Context: an optimization exercise on an open-source flow, tuned for small area, a short achievable clock period and few clock cycles. The choices shown serve that exercise and are no tape-out recipe.
Where RTL was checked, it was by simulation tests only, not by an equivalence proof against the original.

## the reference run
==> flow/design.v <==
module JAM (
    input CLK,
    input RST,
    output [2:0] W,
    output [2:0] J,
    input [6:0] Cost,
    output [3:0] MatchCount,
    output [9:0] MinCost,
    output reg Valid );
localparam ROUND = 3'd0, SEL = 3'd1, FIN = 3'd2, BUILD = 3'd3, COUNT = 3'd4;
reg [2:0] state;
reg [2:0] r;             
reg [2:0] i0;            
reg [2:0] cj;            
reg [2:0] j0;            
reg [8:0] base;          
reg first;
reg [7:0] mind;
reg [2:0] jmin;
reg [6:0] vpc;           
reg [6:0] vpj;           
reg [7:0] dcj;           
reg [2:0] rj;            
reg [7:0] S;             
reg rootr;               
reg [7:0] colFree;
reg [6:0] vp [0:7];
reg [7:0] dst [0:7];     
reg [2:0] way [0:7];     
reg [2:0] rowOf [0:7];   
reg [2:0] ja;
reg augdone;
reg [9:0] mc;
reg [3:0] cnt;
assign MinCost = mc;
assign MatchCount = cnt;
function [3:0] lowest;           
    input [7:0] m;
    begin
        casez (m)
            8'b???????1: lowest = 4'b1000;
            8'b??????10: lowest = 4'b1001;
            8'b?????100: lowest = 4'b1010;
            8'b????1000: lowest = 4'b1011;
            8'b???10000: lowest = 4'b1100;
            8'b??100000: lowest = 4'b1101;
            8'b?1000000: lowest = 4'b1110;
            8'b10000000: lowest = 4'b1111;
            default:     lowest = 4'b0000;
        endcase
    end
endfunction
function lt7;
    input [6:0] c;
    input [10:0] t;
    begin
        if (t[10])
            lt7 = 1'b0;
        else if (t[9:7] != 3'd0)
            lt7 = 1'b1;
        else
            lt7 = c < t[6:0];
    end
endfunction
function [7:0] above;            
    input [2:0] k;
    begin
        above = 8'hFE << k;
    end
endfunction
wire [2:0] j1 = way[ja];
wire [2:0] aR = (state == ROUND) ? cj : (state == FIN) ? j1 : i0;
wire [2:0] rA = rowOf[aR];
assign W = i0;
assign J = cj;
wire [6:0] vp_cj = vpc;
wire [7:0] dA = dst[i0];
wire [9:0] bv = {base[8], base} + {3'd0, vp_cj};
wire [10:0] thr_o = 11'd256 - {bv[9], bv};
wire over = !lt7(Cost, thr_o);
wire [4:0] cur_lo = {1'b0, bv[3:0]} + {1'b0, Cost[3:0]};
wire [3:0] cur_h0 = bv[7:4] + {1'b0, Cost[6:4]};
wire [3:0] cur_h1 = bv[7:4] + {1'b0, Cost[6:4]} + 4'd1;
wire [7:0] cur_b = {cur_lo[4] ? cur_h1 : cur_h0, cur_lo[3:0]};
wire [7:0] cur8 = over ? 8'd255 : cur_b;
wire [7:0] dst_cj = dcj;
wire [10:0] thr_d = {3'd0, dst_cj} - {bv[9], bv};
wire [10:0] thr_m = {3'd0, mind} - {bv[9], bv};
wire better = rootr || lt7(Cost, thr_d);
wire cur_lt_min = lt7(Cost, thr_m);
wire dst_lt_min = dst_cj < mind;
wire take = first || (better ? cur_lt_min : dst_lt_min);
wire [7:0] nd = better ? cur8 : dst_cj;
wire [3:0] nxt_round = lowest(~S & above(cj));
wire [7:0] bitcj = 8'd1 << cj;
wire [7:0] S_sel = S | (8'd1 << jmin);
wire [3:0] first_round = lowest(~S_sel);
wire [3:0] lS = lowest(S);
wire [7:0] S_fin = S & ~bitcj;
wire [3:0] lSf = lowest(S_fin);
wire aug_last = (j1 == ja);
wire cur_eq_min = (thr_m[10:7] == 4'd0) && (thr_m[6:0] == Cost);
wire newmin = (cj == 3'd0) || cur_lt_min;
wire [7:0] tmask = newmin ? bitcj : cur_eq_min ? (S | bitcj) : S;
wire [2:0] ncol = (state == ROUND) ? nxt_round[2:0] :
                  (state == SEL) ? (colFree[jmin] ? lS[2:0] : first_round[2:0]) :
                  (state == FIN) ? lSf[2:0] : cj + 3'd1;
wire [6:0] vpn = colFree[ncol] ? 7'd0 : vp[ncol];
wire [6:0] vp_upd = vpc + (mind[6:0] - dcj[6:0]);
wire [7:0] dstn = dst[ncol];
wire [6:0] vp0 = colFree[0] ? 7'd0 : vp[0];
wire [7:0] adj = dA;
wire [2:0] dm1 = i0 - 3'd1;
wire [7:0] cand = adj & ~S & (first ? 8'hFF : above(rA));
wire [3:0] lj = lowest(cand);
wire [7:0] u2 = S | (8'd1 << lj[2:0]);
reg ok;
integer k;
always @(*) begin
    ok = 1'b1;
    for (k = 1; k < 8; k = k + 1)
        if (k > i0 && (dst[k] & ~u2) == 8'd0)
            ok = 1'b0;
end
wire d6 = first && (i0 == 3'd6);
wire [7:0] fx = ~S;
wire [7:0] flo = fx & (~fx + 8'd1);
wire [7:0] fhi = fx ^ flo;
wire [7:0] m6 = dst[6] & fx;
wire [7:0] m7 = dst[7] & fx;
wire c1 = (|(m6 & flo)) && (|(m7 & fhi));
wire c2 = (|(m6 & fhi)) && (|(m7 & flo));
wire [2:0] pd = rowOf[dm1];
always @(posedge CLK or posedge RST) begin
    if (RST) begin
        state <= ROUND;
        r <= 3'd0;
        i0 <= 3'd0;
        cj <= 3'd0;
        base <= 9'd0;
        first <= 1'b1;
        S <= 8'd0;
        rootr <= 1'b1;
        vpc <= 7'd0;
        colFree <= 8'hFF;
        mc <= 10'd0;
        cnt <= 4'd0;
        Valid <= 1'b0;
        augdone <= 1'b0;
    end else begin
        case (state)
        ROUND: begin
            first <= 1'b0;
            if (nxt_round[3]) begin
                cj <= nxt_round[2:0];
                vpc <= vpn;
                dcj <= dstn;
            end else begin
                state <= SEL;
                i0 <= take ? rA : rj;
                if (!take)
                    cj <= jmin;
            end
        end
        SEL: begin
            if (colFree[jmin]) begin
                mc <= mc + {2'd0, mind};
                colFree[jmin] <= 1'b0;
                cj <= lS[2:0];
                vpc <= vpn;
                dcj <= dstn;
                augdone <= 1'b0;
                state <= FIN;
            end else begin
                S <= S_sel;
                rootr <= 1'b0;
                base <= {1'b0, mind} - {2'd0, Cost} - {2'd0, vpj};
                cj <= first_round[2:0];
                vpc <= vpn;
                dcj <= dstn;
                first <= 1'b1;
                state <= ROUND;
            end
        end
        FIN: begin
            if (S != 8'd0) begin
                S <= S_fin;
                cj <= lSf[2:0];
                vpc <= vpn;
                dcj <= dstn;
            end
            if (!augdone && aug_last)
                augdone <= 1'b1;
            if (S_fin == 8'd0 && (augdone || aug_last)) begin
                vpc <= (S != 8'd0 && cj == 3'd0) ? vp_upd : vp0;
                dcj <= dst[0];
                if (r == 3'd7) begin
                    state <= BUILD;
                    i0 <= 3'd0;
                    cj <= 3'd0;
                    base <= 9'd0;
                end else begin
                    state <= ROUND;
                    r <= r + 3'd1;
                    i0 <= r + 3'd1;
                    base <= 9'd0;
                    rootr <= 1'b1;
                    cj <= 3'd0;
                    first <= 1'b1;
                end
            end
        end
        BUILD: begin
            S <= tmask;
            cj <= cj + 3'd1;
            vpc <= vpn;
            dcj <= dstn;
            if (cj == 3'd7) begin
                i0 <= i0 + 3'd1;
                if (i0 == 3'd7) begin
                    state <= COUNT;
                    S <= 8'd0;
                    first <= 1'b1;
                end
            end
        end
        COUNT: if (!Valid) begin
            if (d6) begin
                cnt <= cnt + {3'd0, c1} + {3'd0, c2};
                i0 <= dm1;
                S <= S & ~(8'd1 << pd);
                first <= 1'b0;
            end else if (lj[3]) begin
                if (ok) begin
                    S <= u2;
                    i0 <= i0 + 3'd1;
                    first <= 1'b1;
                end else begin
                    first <= 1'b0;
                end
            end else if (i0 == 3'd0) begin
                Valid <= 1'b1;
            end else begin
                i0 <= dm1;
                S <= S & ~(8'd1 << pd);
                first <= 1'b0;
            end
        end
        default: state <= ROUND;
        endcase
    end
end
always @(posedge CLK) begin
    case (state)
    ROUND: begin
        if (better) begin
            dst[cj] <= cur8;
            way[cj] <= rootr ? cj : j0;
        end
        if (take) begin
            mind <= nd;
            jmin <= cj;
            vpj <= vpc;
            rj <= rA;
        end
    end
    SEL: begin
        j0 <= jmin;
        ja <= jmin;
        if (colFree[jmin])
            vp[jmin] <= 7'd0;
    end
    FIN: begin
        if (S != 8'd0)
            vp[cj] <= vp_upd;
        if (!augdone) begin
            rowOf[ja] <= aug_last ? r : rA;
            if (!aug_last)
                ja <= j1;
        end
    end
    BUILD: begin
        if (newmin)
            mind <= cur8;
        if (cj == 3'd7)
            dst[i0] <= tmask;
    end
    COUNT: begin
        if (!Valid && !d6 && lj[3])
            rowOf[i0] <= lj[2:0];
    end
    default: ;
    endcase
end
endmodule
==> flow/config.mk <==
export PLATFORM = sky130hd
export DESIGN_NAME = JAM
export DESIGN_NICKNAME = JAM
export VERILOG_FILES = /design/flow/design.v
export SDC_FILE = /design/flow/constraint.sdc
export NUM_CORES = 4
export LEC_CHECK = 0
export ABC_AREA = 1
export CAP_MARGIN = 20
export CORE_MARGIN = 2
export CORE_UTILIZATION = 50
export PLACE_DENSITY = 0.65
export SETUP_SLACK_MARGIN = 5
export SLEW_MARGIN = 20
==> flow/constraint.sdc <==
create_clock -name core_clock -period 10.0 [get_ports {CLK}]
set_input_delay 2.0000 -clock core_clock [delete_from_list [all_inputs] [get_ports {CLK}]]
set_output_delay 2.0000 -clock core_clock [all_outputs]
set_load 0.01 [all_outputs]
standard.sh (not shown) runs the stock make flow with config.mk's settings and CLKGATE_MAP_FILE= SYNTH_SCRIPT=/design/flow/synth_recipe.tcl, a recipe that flattens the netlist after the stock synthesis.
==> flow/flow/run.sh <==
#!/bin/bash
# The standard layout (standard.sh: the standard synthesis, then ORFS to the
# final layout), with timing repair aiming at 5.6 ns of setup slack instead of
# config.mk's 5, so that it works further on the paths it shortens.
set -euo pipefail
sed 's/SETUP_SLACK_MARGIN=[0-9.]*/SETUP_SLACK_MARGIN=5.6/' standard.sh > standard_margin.sh
bash standard_margin.sh > standard.log 2>&1
--- input diff the reference run..the trial run ---
diff --git a/flow/design.v b/flow/design.v
--- a/flow/design.v
+++ b/flow/design.v
@@ -73,22 +73,23 @@
 wire [2:0] rA = rowOf[aR];
 assign W = i0;
 assign J = cj;
 wire [6:0] vp_cj = vpc;
 wire [7:0] dA = dst[i0];
 wire [9:0] bv = {base[8], base} + {3'd0, vp_cj};
-wire [10:0] thr_o = 11'd256 - {bv[9], bv};
+wire [10:0] base11 = {{2{base[8]}}, base};
+wire [10:0] thr_o = 11'd256 - base11 - {4'd0, vp_cj};
 wire over = !lt7(Cost, thr_o);
 wire [4:0] cur_lo = {1'b0, bv[3:0]} + {1'b0, Cost[3:0]};
 wire [3:0] cur_h0 = bv[7:4] + {1'b0, Cost[6:4]};
 wire [3:0] cur_h1 = bv[7:4] + {1'b0, Cost[6:4]} + 4'd1;
 wire [7:0] cur_b = {cur_lo[4] ? cur_h1 : cur_h0, cur_lo[3:0]};
 wire [7:0] cur8 = over ? 8'd255 : cur_b;
 wire [7:0] dst_cj = dcj;
-wire [10:0] thr_d = {3'd0, dst_cj} - {bv[9], bv};
-wire [10:0] thr_m = {3'd0, mind} - {bv[9], bv};
+wire [10:0] thr_d = {3'd0, dst_cj} - base11 - {4'd0, vp_cj};
+wire [10:0] thr_m = {3'd0, mind} - base11 - {4'd0, vp_cj};
 wire better = rootr || lt7(Cost, thr_d);
 wire cur_lt_min = lt7(Cost, thr_m);
 wire dst_lt_min = dst_cj < mind;
 wire take = first || (better ? cur_lt_min : dst_lt_min);
 wire [7:0] nd = better ? cur8 : dst_cj;
 wire [3:0] nxt_round = lowest(~S & above(cj));
Notes after the runs:
Having completed the whole flow, the trial run delivered a layout that passed the timing, design-rule and antenna checks. Final instance count without filler cells ends up higher on the trial run. The trial run vs the reference run — fraction of met2 tracks used by global routing rose 2.8 points. Sum of met3 wire segment lengths after detailed routing (the trial run vs. the reference run) increases by a few percent. Going from the reference run to the trial run, worst-case hold slack climbed 12 ps, total wire length picked up an extra 2.3 mm, HPWL after detailed placement +about 8%, height of the die climbed 1.5%. Sort the reference run and the trial run by die footprint, descending, and the trial run comes first. Non-clock buffer count in the final layout down about 27% in the trial run wrt the reference run.
Testbench counts of the trial run, summed over its fixed seeds: cycles 2,845.
Function not checked in the reference run: the RTL went through the layout flow alone.

==> re-timing with driven ports <==
Ports are ideal in the flow. The routed layouts listed here were re-timed in OpenROAD.
Step 1 assumes that a clkbuf_16 drives the clock port and a buf_2 every other input.
Step 2 times the ports against the registers' clock, not the clock port: input delays grow and output delays shrink by t, the midpoint of the rising clock arrivals with the driver on.
Three values: ideal, step 1, step 2; two values: the first two.
run | t, ns | setup slack, ns | hold slack, ns | worst register clock-pin slew, ns | cell pins on the clock port's net
the reference run | 0.639 | 5.597 / 5.597 / 5.076 | 0.468 / 0.468 / 0.468 | 0.07 / 0.07 | 1
the trial run | 0.648 | 5.752 / 5.752 / 5.169 | 0.480 / 0.480 / 0.480 | 0.07 / 0.07 | 1
After both steps every run listed still meets setup and hold. For the trial run, which loses most, drivers alone change the setup slack by 0.000 ns; drivers and shift together by -0.583 ns.
